Source: an optimization exercise on an open RTL-to-GDS flow (aim: small area). Production flows keep margins and buffers that such runs may drop. Function was checked by simulation only, so behaviour that the tests miss may differ from the original. Power figures rest on the tool's default switching activity, not on a simulated workload.

<file path="flow/run.sh">
#!/bin/bash
# synth_recipe.tcl (not shown) runs the flow's synth.tcl, then flattens the netlist and writes it again
# the make line also repeats each setting of config.mk as NAME=value (left out here)
make -C /OpenROAD-flow-scripts/flow DESIGN_CONFIG=/design/flow/config.mk WORK_HOME=/design/flow/orfs CLKGATE_MAP_FILE= SYNTH_SCRIPT=/design/flow/synth_recipe.tcl finish
</file>
<file path="flow/config.mk">
export PLATFORM = sky130hd
export DESIGN_NAME = clock
export DESIGN_NICKNAME = clock
export VERILOG_FILES = /design/flow/design.v
export SDC_FILE = /design/flow/constraint.sdc
export NUM_CORES = 4
export LEC_CHECK = 0
export CAP_MARGIN = 20
export CORE_MARGIN = 2
export CORE_UTILIZATION = 40
export SLEW_MARGIN = 20
</file>
<file path="flow/constraint.sdc">
create_clock -name core_clock -period 10.0 [get_ports {clk}]
set_input_delay 2.0000 -clock core_clock [delete_from_list [all_inputs] [get_ports {clk}]]
set_output_delay 2.0000 -clock core_clock [all_outputs]
set_load 0.01 [all_outputs]
</file>
<file path="flow/design.v">
`timescale 1ns / 1ps
module counter10(en,clr,clk,q);
input en,clr,clk;
output [3:0] q;
reg [3:0] q;
always@(posedge clk)
begin
if(clr) q<=4'd0; 
else if(~en) q<=q; 
else if (q==4'b1001) q<=4'b0000;
else q<=q+1; 
end
endmodule
`timescale 1ns / 1ps
module counter6(en,clr,clk,q);
input en,clr,clk;
output [3:0] q;
reg [3:0] q;
always@(posedge clk)
begin
if(clr) q<=4'b0000; 
else if(~en) q<=q; 
else if(q==4'b0101) q<=4'b0000;
else q<=q+1'b1; 
end
endmodule
`timescale 1ns / 1ps
module counter10_h(en,clr,clk,q,p);
input en,clr,clk;
input [3:0]p;
output [3:0] q;
reg [3:0] q;
always@(posedge clk)
begin
if(clr) q<=4'd0; 
else if(~en) q<=q; 
else if(p==4'b0010&q==4'b0011) q<=4'b0000;
else if ((q==4'b1001)&~(p==4'b0010)) q<=4'b0000;
else q<=q+1; 
end
endmodule
`timescale 1ns / 1ps
module counter3(en,ncr,clk,q);
input en,ncr,clk;
output [3:0] q;
reg [3:0] q;
always@(posedge clk)
begin
if(ncr) q<=4'b0000; 
else if(en==0) q<=q; 
else if(q==4'd2) q<=4'b0000;
else q<=q+1'b1; 
end
endmodule
`timescale 1ns / 1ps
module in50MHz_out1Hz(in_50MHz,clr,out_1Hz,tick);
input in_50MHz;
input clr;
output out_1Hz;
output tick;
reg out_1Hz;
reg [31:0]cnt;  
assign tick = (cnt == 32'd49) & ~out_1Hz;
always@(posedge in_50MHz)
if(clr) begin
cnt <= 32'b0;
out_1Hz <= 1'b0;
end
else begin if(cnt != 32'd49)
begin
cnt <= cnt + 1'B1;
end
else begin cnt <= 32'b0;
out_1Hz <= ~out_1Hz;
end
end
endmodule
`timescale 1ns / 1ps
module in50MHz_out_8MHz(in_50MHz,clr,out_500hz,tick);
input in_50MHz;
input clr;
output out_500hz;
output tick;
reg out_500hz;
reg [31:0]cnt;  
assign tick = (cnt == 32'd4) & ~out_500hz;
always@(posedge in_50MHz)
if(clr) begin
cnt <= 32'b0;
out_500hz <= 1'b0;
end
else begin if(cnt != 32'd4)
begin
cnt <= cnt + 1'B1;
end
else begin cnt <= 32'b0;
out_500hz <= ~out_500hz;
end
end
endmodule
`timescale 1ns / 1ps
module clock(clk,clr,switch,ad,adj,o_seg,a);
input clk,clr,switch,ad;
input [3:0]adj;
output [6:0]o_seg; 
output [3:0]a; 
reg [6:0]segs;
reg [3:0]a;
reg [15:0] temp;
wire [23:0] cnt;
wire[23:0] cnt1;
wire en0,enp1,enp2,enp3,enp4,enp5,cp1hz,cp,out_500hz;
wire tick_1hz,tick_scan;
assign cp=cp1hz, 
en0=(~ad)|(switch&adj[0]),
enp1=~ad?(cnt[3:0]==4'd9):(adj[1]&switch),
enp2=~ad?(cnt[7:4]==4'd5)&(cnt[3:0]==4'd9):(adj[0]&switch==0),
enp3=~ad?(enp2&(cnt[11:8]==4'd9)):(adj[1]&switch==0),
enp4=~ad?(enp3&(cnt[15:12]==4'd5)):(adj[2]&switch==0),
enp5=~ad?(enp4&((cnt[19:16]==4'd9)|(cnt[23:20]==4'b0010&cnt[19:16]==4'd3))):(adj[3]&switch==0),
o_seg=segs;
in50MHz_out1Hz u0(clk,clr,cp1hz,tick_1hz); 
in50MHz_out_8MHz u7(clk,clr,out_500hz,tick_scan); 
counter10 u1(en0&tick_1hz,clr,clk,cnt[3:0]);  
counter6 u2(enp1&tick_1hz,clr,clk,cnt[7:4]); 
counter10 u3(enp2&tick_1hz,clr,clk,cnt[11:8]); 
counter6 u4(enp3&tick_1hz,clr,clk,cnt[15:12]); 
counter10_h u5(enp4&tick_1hz,clr,clk,cnt[19:16],cnt[23:20]); 
counter3 u6(enp5&tick_1hz,clr,clk,cnt[23:20]);  
always@(posedge clk)
begin
if(clr)
temp<=16'd0;
else if(switch==1'b0)
temp<=cnt[23:8];
else if(switch==1'b1)
temp<=cnt[15:0];
end
always@(posedge clk)
begin
if(clr)
a<=4'b1110;
else if(~tick_scan)
a<=a;
else if(a==4'b1110)
a<=4'b1101; 
else if(a==4'b1101)
a<=4'b1011; 
else if(a==4'b1011)
a<=4'b0111; 
else
a<=4'b1110; 
end
always@(posedge clk) 
if(clr)
segs <= 7'b1111111;
else if(switch==1'b0)
begin
if(a==4'b1110) 
begin
case(temp[3:0])
4'd0: segs <= 7'b1000000; 
4'd1: segs <= 7'b1111001; 
4'd2: segs <= 7'b0100100;
4'd3: segs <= 7'b0110000;
4'd4: segs <= 7'b0011001;
4'd5: segs <= 7'b0010010;
4'd6: segs <= 7'b0000010;
4'd7: segs <= 7'b1111000;
4'd8: segs <= 7'b0000000;
4'd9: segs <= 7'b0010000; 
default segs <= 7'b1111111;
endcase
end
else if(a==4'b1101) 
begin
case(temp[7:4])
4'd0: segs <= 7'b1000000;
4'd1: segs <= 7'b1111001;
4'd2: segs <= 7'b0100100;
4'd3: segs <= 7'b0110000;
4'd4: segs <= 7'b0011001;
4'd5: segs <= 7'b0010010;
default segs <= 7'b1111111;
endcase
end
else if(a==4'b1011)
begin
case(temp[11:8]) 
4'h0: segs <= 7'b1000000;
4'h1: segs <= 7'b1111001;
4'h2: segs <= 7'b0100100;
4'h3: segs <= 7'b0110000;
4'h4: segs <= 7'b0011001;
4'h5: segs <= 7'b0010010;
4'h6: segs <= 7'b0000010;
4'h7: segs <= 7'b1111000;
4'h8: segs <= 7'b0000000;
4'h9: segs <= 7'b0010000;
4'ha: segs <= 7'b0001000;
default segs <= 7'b1111111;
endcase
end
else if(a==4'b0111)
begin
case(temp[15:12]) 
4'h0: segs <= 7'b1000000;
4'h1: segs <= 7'b1111001;
default segs <= 7'b1111111;
endcase
end
end
else if(switch==1)
begin
if(a==4'b1110)
begin
case(temp[3:0])
4'd0: segs <= 7'b1000000;
4'd1: segs <= 7'b1111001;
4'd2: segs <= 7'b0100100;
4'd3: segs <= 7'b0110000;
4'd4: segs <= 7'b0011001;
4'd5: segs <= 7'b0010010;
4'd6: segs <= 7'b0000010;
4'd7: segs <= 7'b1111000;
4'd8: segs <= 7'b0000000;
4'd9: segs <= 7'b0010000;
default segs <= 7'b1111111;
endcase
end
else if(a==4'b1101)
begin
case(temp[7:4])
4'd0: segs <= 7'b1000000;
4'd1: segs <= 7'b1111001;
4'd2: segs <= 7'b0100100;
4'd3: segs <= 7'b0110000;
4'd4: segs <= 7'b0011001;
4'd5: segs <= 7'b0010010;
default segs <= 7'b1111111;
endcase
end
else if(a==4'b1011)
begin
case(temp[11:8])
4'd0: segs <= 7'b1000000;
4'd1: segs <= 7'b1111001;
4'd2: segs <= 7'b0100100;
4'd3: segs <= 7'b0110000;
4'd4: segs <= 7'b0011001;
4'd5: segs <= 7'b0010010;
4'd6: segs <= 7'b0000010;
4'd7: segs <= 7'b1111000;
4'd8: segs <= 7'b0000000;
4'd9: segs <= 7'b0010000;
default segs <= 7'b1111111;
endcase
end
else if(a==4'b0111)
begin
case(temp[15:12])
4'd0: segs <= 7'b1000000;
4'd1: segs <= 7'b1111001;
4'd2: segs <= 7'b0100100;
4'd3: segs <= 7'b0110000;
4'd4: segs <= 7'b0011001;
4'd5: segs <= 7'b0010010;
default segs <= 7'b1111111;
endcase
end
end
endmodule
</file>
==> flow_summary.yaml, run 1 <==
outcome:
  status: "timing/DRC/antenna clean"
final_layout:
  n_antenna_cell: 0
  area_growth_pct: 14.0
  fillCellCount: 1521
  seq_area_um2: 2580
  nNetsFinal: 792
  drive_above_1_share: 0.0691
  multi_input_area_um2: 3590
  final_cell_mix: "129 x dfxtp_1, 116 x nor2_1, 52 x nand2_1"
  mostFrequentLayoutCell: "dfxtp_1"
yosys:
  syn-cell-area_um2: 6410
  synth_cell_type_count: 62
  avgSynthCellArea_um2: 8.39
  synthArstFlopShare: 0
  ys_dominant_reg_cell: "dfxtp_1"
  yosysWarnings: 7
  synth_edf_count: 0
  ys_ff_latch: 129
  synth_cells: 764
  seq_area_frac_synth: 0.403
  synth_nets: 788
clock_network:
  hold_buffers: 0
  clkTransAtPathRegs_ns: 0.05
  cts_tree: "yes"
  postCtsSetupBuffers: 0
  worstSkewPairLatency_ns: 0.41
  cts_root_buf: "clkbuf_16"
  h-tree-depth: 4
  cts_num_sinks: 129
  cts_buffers: 17
  max-clock-path-buffers: 2
  cts_resized: 0
timing:
  fin_hold_ws_ns: 0.486
  fin_skew_ns: 0.00893
  finalSetupTns_ns: 0
  drv_slew: 0
  max-slew-margin-rel: 0.351
  rsz0062_at_grt: "no"
  min_period_over_period: 0.383
  finalCriticalPeriod_ns: 3.83
  fmax_ghz: 0.261
  setup_viol: 0
  hold_viol: 0
  worst_pin_slew_ns: 0.966
grt:
  first_global_vias: 4906
  grt_use_met3: 0.0497
  overflow: 0
  grtUsageMet1: 0.201
  grt_pass1_wl_um: 22600
  grt_max_degree: 62
  antenna_found_initial: 0
  top_usage_layer: "met2"
  track_usage: 0.164
  grt_util_met2: 0.275
detailed_routing:
  firstDrtPassIters: 5
  wl_per_cell_um: 13.3
  routed_wl_um: 13300
  route.vias.total: 5250
  first_iter_violations: 250
  drc: 0
  antenna_left: 0
  viasPerCell: 5.27
critical_path:
  crit_slowest_cell: "clkdlybuf4s50_1"
  critPathMostFrequentCell: "nor2_1"
  crit_family: "buffers and inverters"
  cp_data_required_time_ns: 10.30
  rr_worst_depth: 7
  arrival_ns: 4.13
  cp_max_fo: 33
  critical_path_class: "primary input to register"
  critical_path_buf_inv_count: 3
  critPathMaxStageDelay_ns: 0.45
  r2r_setup_slack_ns: 7.25
  start_kind: "primary input"
  crit_path_cell_trace: "clkdlybuf4s50_1, buf_4, mux2i_1, nor2_1, inv_1, ha_1, nor2_1, o21ai_0, o21a_1"
  critical_path_depth: 9
  cp-end-kind: "register"
power:
  power.density_nw_per_um2: 163
  p_sw_frac: 0.221
  combPwrFrac: 0.053
  p_clk_frac: 0.502
  p_seq_frac: 0.445
  power.switching_uw: 264
  vdd_drop_max_mv: 0.117
  leakage_uw: 0.00263
  intPower_uw: 929
placement:
  gp_congestion: 0.815
  portBuffers: 18
  dp_hpwl_um: 9360
floorplanning:
  initial_utilization: 0.406
  core_um2: 15800
  io-pin-count: 19
  dieArea_um2: 17100
  die_height_um: 131
  rows: 46
  dieWidth_um: 131
run:
  max-cap-violations: 0
hold_path:
  min_path_cells: 1
  worstHoldPathType: "register to register"
[per-stage QoR]
stage / area, um^2 / setup WS (ns) / util / power, uW / cells
after detailed placement: 6740 / 5.75 / 0.427 / 606 / 965
after floorplan: 6410 / 6.23 / - / 580 / 764
after global placement: 6740 / 5.84 / 0.427 / 604 / 965
after CTS: 7310 / 6.18 / 0.464 / 1210 / 997
final: 7310 / 6.17 / 0.464 / 1190 / 997
after global routing: 7310 / 5.94 / 0.464 / 1240 / 997
[worst paths after layout]
check | from | end
hold / removal | u0.cnt[0] | u0.cnt[0]
setup / recovery | switch | register
setup reg to reg | u0.cnt[0] | u5.q[2]
hold reg to reg | u0.cnt[0] | u0.cnt[0]
[cells by family after synthesis]
| logic type | synth area share |
|---|---|
| xor+xnor | 0.0861 |
| mux | 0.0406 |
| flops | 0.403 |
| compound gates | 0.122 |
| buf+inv | 0.0363 |
| simple gates | 0.281 |
| fa+ha+maj | 0.0312 |
[power groups by stage]
| stage | Sequential (uW) | Combinational (uW) | Clock [uW] |
|---|---|---|---|
| floorplan | 542 | 37.5 | 0 |
| global placement | 542 | 62.7 | 0 |
| detailed placement | 542 | 63.9 | 0 |
| CTS | 531 | 64.2 | 610 |
| global route | 532 | 71.0 | 635 |
| finish | 531 | 63.5 | 598 |
[routing by layer]
metal | vias to the layer above | wire length [um]
met1 | 2476 | 6290
met5 | - | 0
met3 | 20 | 370
li1 | 2691 | -
met4 | 0 | 268
met2 | 63 | 6350
[layout make-up]
class | instances | area share
Timing Repair Buffer | 20 | 0.0260
Inverter | 26 | 0.0134
Tap cell | 216 | 0.0370
Clock buffer | 22 | 0.0635
Sequential cell | 129 | 0.353
Clock inverter | 10 | 0.0151
Multi-Input combinational cell | 574 | 0.492
[synthesized netlist by cell type, types with 5 or more instances]
library cell	instances	area [um^2]
a211o_1	5	43.8
a21oi_1	43	215
and3_1	14	87.6
and4_1	5	43.8
clkbuf_1	29	109
dfxtp_1	129	2580
ha_1	16	200
inv_1	26	97.6
mux2i_1	26	260
nand2_1	52	195
nand3_1	26	130
nand4_1	16	100
nor2_1	116	435
nor2b_1	8	50.1
nor3_1	19	95.1
nor4_1	16	100
o21a_1	6	45.0
o21ai_0	37	185
or2_2	11	68.8
or3_1	21	131
xnor2_1	32	280
xor2_1	31	272
[worst register-to-register path, stage by stage (launching register included)]
cell     delay, ns
dfxtp_1       0.39
ha_1          0.17
nor4b_1       0.33
nand4_1       0.28
nor3_4        0.52
o21ai_1       0.32
or4_1         0.52
a21oi_1       0.14
==> run 2: changes to the inputs <==
==> flow/design.v (replaced) <==
module clock(clk,clr,switch,ad,adj,o_seg,a);
input clk,clr,switch,ad;
input [3:0] adj;
output [6:0] o_seg;
output [3:0] a;
reg [3:0] f;
reg [2:0] b;
reg [1:0] s;
wire tick_scan = (f == 4'd4);
wire tick_s = (f == 4'd9) & (b == 3'd0) & s[0];
wire [1:0] s_nx = s + {1'b0, tick_scan};
always @(posedge clk)
if (clr) begin
  f <= 4'd0;
  b <= 3'd0;
  s <= 2'd0;
end else begin
  f <= (f == 4'd9) ? 4'd0 : f + 4'd1;
  if (tick_scan) b <= (b == 3'd4) ? 3'd0 : b + 3'd1;
  s <= s_nx;
end
reg [3:0] so;    
reg [2:0] st;    
reg [3:0] mo;    
reg [2:0] mt;    
reg [3:0] ho;    
reg [1:0] ht;    
wire so9 = so[3] & so[0];
wire st5 = st[2] & st[0];
wire mo9 = mo[3] & mo[0];
wire mt5 = mt[2] & mt[0];
wire ht2 = ht[1];
wire run = ~ad;
wire c1 = so9;
wire c2 = c1 & st5;
wire c3 = c2 & mo9;
wire c4 = c3 & mt5;
wire c5 = c4 & ((ho == 4'd9) | (ht2 & (ho == 4'd3)));
wire en_so = tick_s & (run | (switch & adj[0]));
wire en_st = tick_s & (run ? c1 : (switch & adj[1]));
wire en_mo = tick_s & (run ? c2 : (~switch & adj[0]));
wire en_mt = tick_s & (run ? c3 : (~switch & adj[1]));
wire en_ho = tick_s & (run ? c4 : (~switch & adj[2]));
wire en_ht = tick_s & (run ? c5 : (~switch & adj[3]));
always @(posedge clk)
if (clr) begin
  so <= 4'd0; st <= 3'd0; mo <= 4'd0; mt <= 3'd0; ho <= 4'd0; ht <= 2'd0;
end else begin
  if (en_so) so <= so9 ? 4'd0 : so + 4'd1;
  if (en_st) st <= st5 ? 3'd0 : st + 3'd1;
  if (en_mo) mo <= mo9 ? 4'd0 : mo + 4'd1;
  if (en_mt) mt <= mt5 ? 3'd0 : mt + 3'd1;
  if (en_ho) ho <= ((ht2 & (ho == 4'd3)) | (~ht2 & (ho == 4'd9))) ? 4'd0 : ho + 4'd1;
  if (en_ht) ht <= ht2 ? 2'd0 : ht + 2'd1;
end
reg [3:0] q;
reg [3:0] p;
reg [3:0] fld;
always @* begin
  case ({switch, s_nx})
    3'b000: fld = mo;
    3'b001: fld = {1'b0, mt};
    3'b010: fld = ho;
    3'b011: fld = {2'b00, ht};
    3'b100: fld = so;
    3'b101: fld = {1'b0, st};
    3'b110: fld = mo;
    default: fld = {1'b0, mt};
  endcase
end
reg vld;
always @* begin
  case (s)
    2'd2: vld = ~q[3] | (~q[2] & ~q[1]) | (~switch & ~q[2] & q[1] & ~q[0]);
    2'd3: vld = switch | (~q[2] & ~q[1]);
    default: vld = 1'b1;
  endcase
end
always @(posedge clk)
if (clr) begin
  q <= 4'd0;
  p <= 4'd15;
end else begin
  q <= fld;
  p <= vld ? q : 4'd15;
end
reg [6:0] seg;
always @* begin
  case (p)
    4'd0: seg = 7'b1000000;
    4'd1: seg = 7'b1111001;
    4'd2: seg = 7'b0100100;
    4'd3: seg = 7'b0110000;
    4'd4: seg = 7'b0011001;
    4'd5: seg = 7'b0010010;
    4'd6: seg = 7'b0000010;
    4'd7: seg = 7'b1111000;
    4'd8: seg = 7'b0000000;
    4'd9: seg = 7'b0010000;
    4'd10: seg = 7'b0001000;
    default: seg = 7'b1111111;
  endcase
end
assign o_seg = seg;
assign a = {~(s == 2'd3), ~(s == 2'd2), ~(s == 2'd1), ~(s == 2'd0)};
endmodule
==> run 2 against run 1 <==
  * Combinational power is 43% lower
  * Synthesized area fell by 64%
  * Hold slack improved by 0.016 ns
  * Sequential share of layout area shrank 4.7 points
  * Count of clock-buffer cells in the layout down 16
  * Clock skew decreased by 0.0026 ns
  * Power down 72%
  * Still clean on timing, DRC and antenna
  * Final area decreased by 64%
  * Global-route usage increased by 0.16 points
==> flow_summary.yaml, run 2 <==
critical_path:
  start_kind: "primary input"
  cp-end-kind: "register"
  rr_worst_depth: 9
  critPathMostFrequentCell: "nand2b_1"
  crit_slowest_cell: "clkdlybuf4s50_1"
  critical_path_depth: 10
  crit_family: "compound AO/OA/AOI/OAI gates"
  crit_path_cell_trace: "clkdlybuf4s50_1, a211o_1, a21o_1, a21oi_1, nand2b_1, ha_1, nand2b_1, o21a_1, o22ai_1, nand2_1"
  cp_data_required_time_ns: 10.17
  critical_path_buf_inv_count: 1
  r2r_setup_slack_ns: 7.60
  cp_max_fo: 17
  critical_path_class: "primary input to register"
  arrival_ns: 4.63
  critPathMaxStageDelay_ns: 0.67
yosys:
  synth_area_leaders: "dfxtp_1 35%, ha_1 7.1%, a21oi_1 5.5%"
  ys_ff_latch: 40
  seq_area_frac_synth: 0.350
  synth.most_common_cell: "dfxtp_1"
  muxShareOfSynthArea: 0.0279
  synth_nets: 291
  yosysWarnings: 1
  synth_cells: 270
  yosys.area.top_type_share: 0.350
  synthAdderAreaFrac: 0.0712
  syn-cell-area_um2: 2280
  synth_common_cells: "40 x dfxtp_1, 25 x a21oi_1, 18 x nor2_1, 18 x o21ai_0, 17 x nand2_1"
  synth_edf_count: 0
  avgSynthCellArea_um2: 8.46
  yosys.area_share.simple: 0.276
  synth_compound_area_frac: 0.211
  synth-xor-area-share: 0.0175
  synth_top_family_by_area: "simple AND/OR/NAND/NOR gates"
  yosysTopAreaCell: "dfxtp_1"
  synth_cell_type_count: 51
  ys_dominant_reg_cell: "dfxtp_1"
  synthArstFlopShare: 0
power:
  leakage_uw: 0.000962
  power.density_nw_per_um2: 129
  total_power_uw: 336
  vdd_drop_max_mv: 0.0733
final_layout:
  fillCellCount: 531
  drive_above_1_share: 0.0804
  area_growth_pct: 14.5
  mostFrequentLayoutCell: "dfxtp_1"
  final_cell_mix: "40 x dfxtp_1, 25 x a21oi_1, 18 x o21ai_0, 18 x nor2_1, 18 x clkdlybuf4s50_1"
  seq_area_um2: 801
  nNetsFinal: 306
  largest_register_ffs: 7
  multi_input_area_um2: 1380
  n_antenna_cell: 0
  instances_no_fill: 358
grt:
  grt_max_degree: 40
  first_global_vias: 1770
  track_usage: 0.166
  grt_pass1_wl_um: 8380
  antenna_found_initial: 0
  overflow: 0
detailed_routing:
  wl_per_cell_um: 13.6
  antenna_left: 0
  firstDrtPassIters: 4
  route.vias.total: 1974
  first_iter_violations: 95
  routed_wl_um: 4870
  viasPerCell: 5.51
  drc: 0
floorplanning:
  dieWidth_um: 79.6
  initial_utilization: 0.415
  core_um2: 5510
  die_height_um: 79.6
  io-pin-count: 19
  rows: 27
  dieArea_um2: 6330
clock_network:
  clkTransAtPathRegs_ns: 0.08
  postCtsSetupBuffers: 0
  cts_buffers: 5
  hold_buffers: 0
  cts_num_sinks: 40
  h-tree-depth: 2
  cts_tree: "yes"
  cts_root_buf: "clkbuf_8"
  max-clock-path-buffers: 2
  worstSkewPairLatency_ns: 0.30
  cts_resized: 0
run:
  max-cap-violations: 0
timing:
  finalCriticalPeriod_ns: 4.47
  min_period_over_period: 0.447
  worst_pin_slew_ns: 0.641
  fin_skew_ns: 0.00633
  fmax_ghz: 0.224
  hold_viol: 0
  drv_slew: 0
  max-slew-margin-rel: 0.573
  setup_viol: 0
  rsz0062_at_grt: "no"
  finalSetupTns_ns: 0
placement:
  portBuffers: 18
  gp_congestion: 0.840
  dp_hpwl_um: 3410
  dp_cells: 350
hold_path:
  min_path_cells: 2
  worstHoldPathType: "register to register"
outcome:
  status: "timing/DRC/antenna clean"
run 2: cell types whose count changed after synthesis, moves of 30 or more:
cell / previous run / this run
nand2_1: 52 / 17
nor2_1: 116 / 18
xnor2_1: 32 / 2
xor2_1: 31 / 0
dfxtp_1: 129 / 40
run 2: routing by layer:
metal / GRT usage / up-vias / part of all wire
met5: 0 / - / 0
met4: 0.0569 / 0 / 0.0035
met3: 0.0339 / 2 / 0.034
met2: 0.265 / 28 / 0.47
met1: 0.221 / 925 / 0.49
li1: - / 1019 / -
run 2: layout make-up:
type                    count  share of cell area
inverters                  11              0.0158
repair buffers             20              0.0746
well taps                  72              0.0344
multi-input cells         207               0.528
clock inverters             2              0.0134
clock buffers               6              0.0278
flip-flops and latches     40               0.306
run 2: kinds of logic (layout without fill, tap and decap cells):
logic type	Yosys count	count (layout)
AND/OR/NAND/NOR	109	109
buffers and inverters	23	39
adder cells (fa/ha/maj)	13	13
AO/OA/AOI/OAI	76	76
multiplexers	6	6
XOR/XNOR	3	3
flip-flops	40	40
run 2: through the flow:
stage               instance area, um^2  hold slack (ns)  utilization  setup slack (ns)
finish                             2620            0.503        0.475              5.53
global route                       2620            0.520        0.475              5.32
CTS                                2620            0.505        0.475              5.56
detailed placement                 2510            0.492        0.455              5.29
global placement                   2510            0.482        0.455              5.33
floorplan                          2280            0.462            -              6.19
run 2: worst min-delay path, stage by stage, from the launching register on:
cell	delay, ns
dfxtp_1	0.34
nand2_1	0.07
a21oi_1	0.05
run 2: power breakdown:
| part | leakage, uW | switching, uW | total (uW) | internal [uW] |
|---|---|---|---|---|
| logic | 0.000581 | 17.8 | 35.9 | 18.1 |
| clock network | 0.0000552 | 58.3 | 132 | 74.1 |
| registers | 0.000326 | 4.01 | 168 | 164 |
| total | 0.000962 | 80.1 | 336 | 256 |
run 2: worst paths after layout:
check	start	endpoint
max	switch	o_seg[0]
max reg2reg	s[0]	o_seg[0]
min	so[1]	so[1]
min reg2reg	so[1]	so[1]

## afterwards: timing with drivers on the ports
Ports are ideal in the flow. The routed layouts listed here were re-timed in OpenROAD.
Step 1, drivers: a clkbuf_16 drives clk and a buf_2 each remaining input, both assumed.
Step 2 moves the port delays by t, midway between the first and last clock arrival at a register: inputs arrive t later, outputs are due t later. That takes back most of the time a late clock gives input paths.
Slacks: no drivers / after step 1 / after step 2; pairs: no drivers / after step 1.
| run | t, ns | slack for setup (ns) | worst hold slack (ns) | latest minus earliest clock arrival (ns) | worst register clock-pin slew, ns |
|---|---|---|---|---|---|
| run 1 | 0.453 | 6.170 / 6.190 / 5.738 | 0.486 / 0.486 / 0.486 | 0.010 / 0.009 | 0.06 / 0.06 |
| run 2 | 0.320 | 5.532 / 5.534 / 5.214 | 0.503 / 0.503 / 0.503 | 0.006 / 0.006 | 0.08 / 0.08 |
After both steps every run listed still meets setup and hold. The setup slack of run 1, which loses most, moves by +0.020 ns with the drivers and by -0.432 ns with both steps.
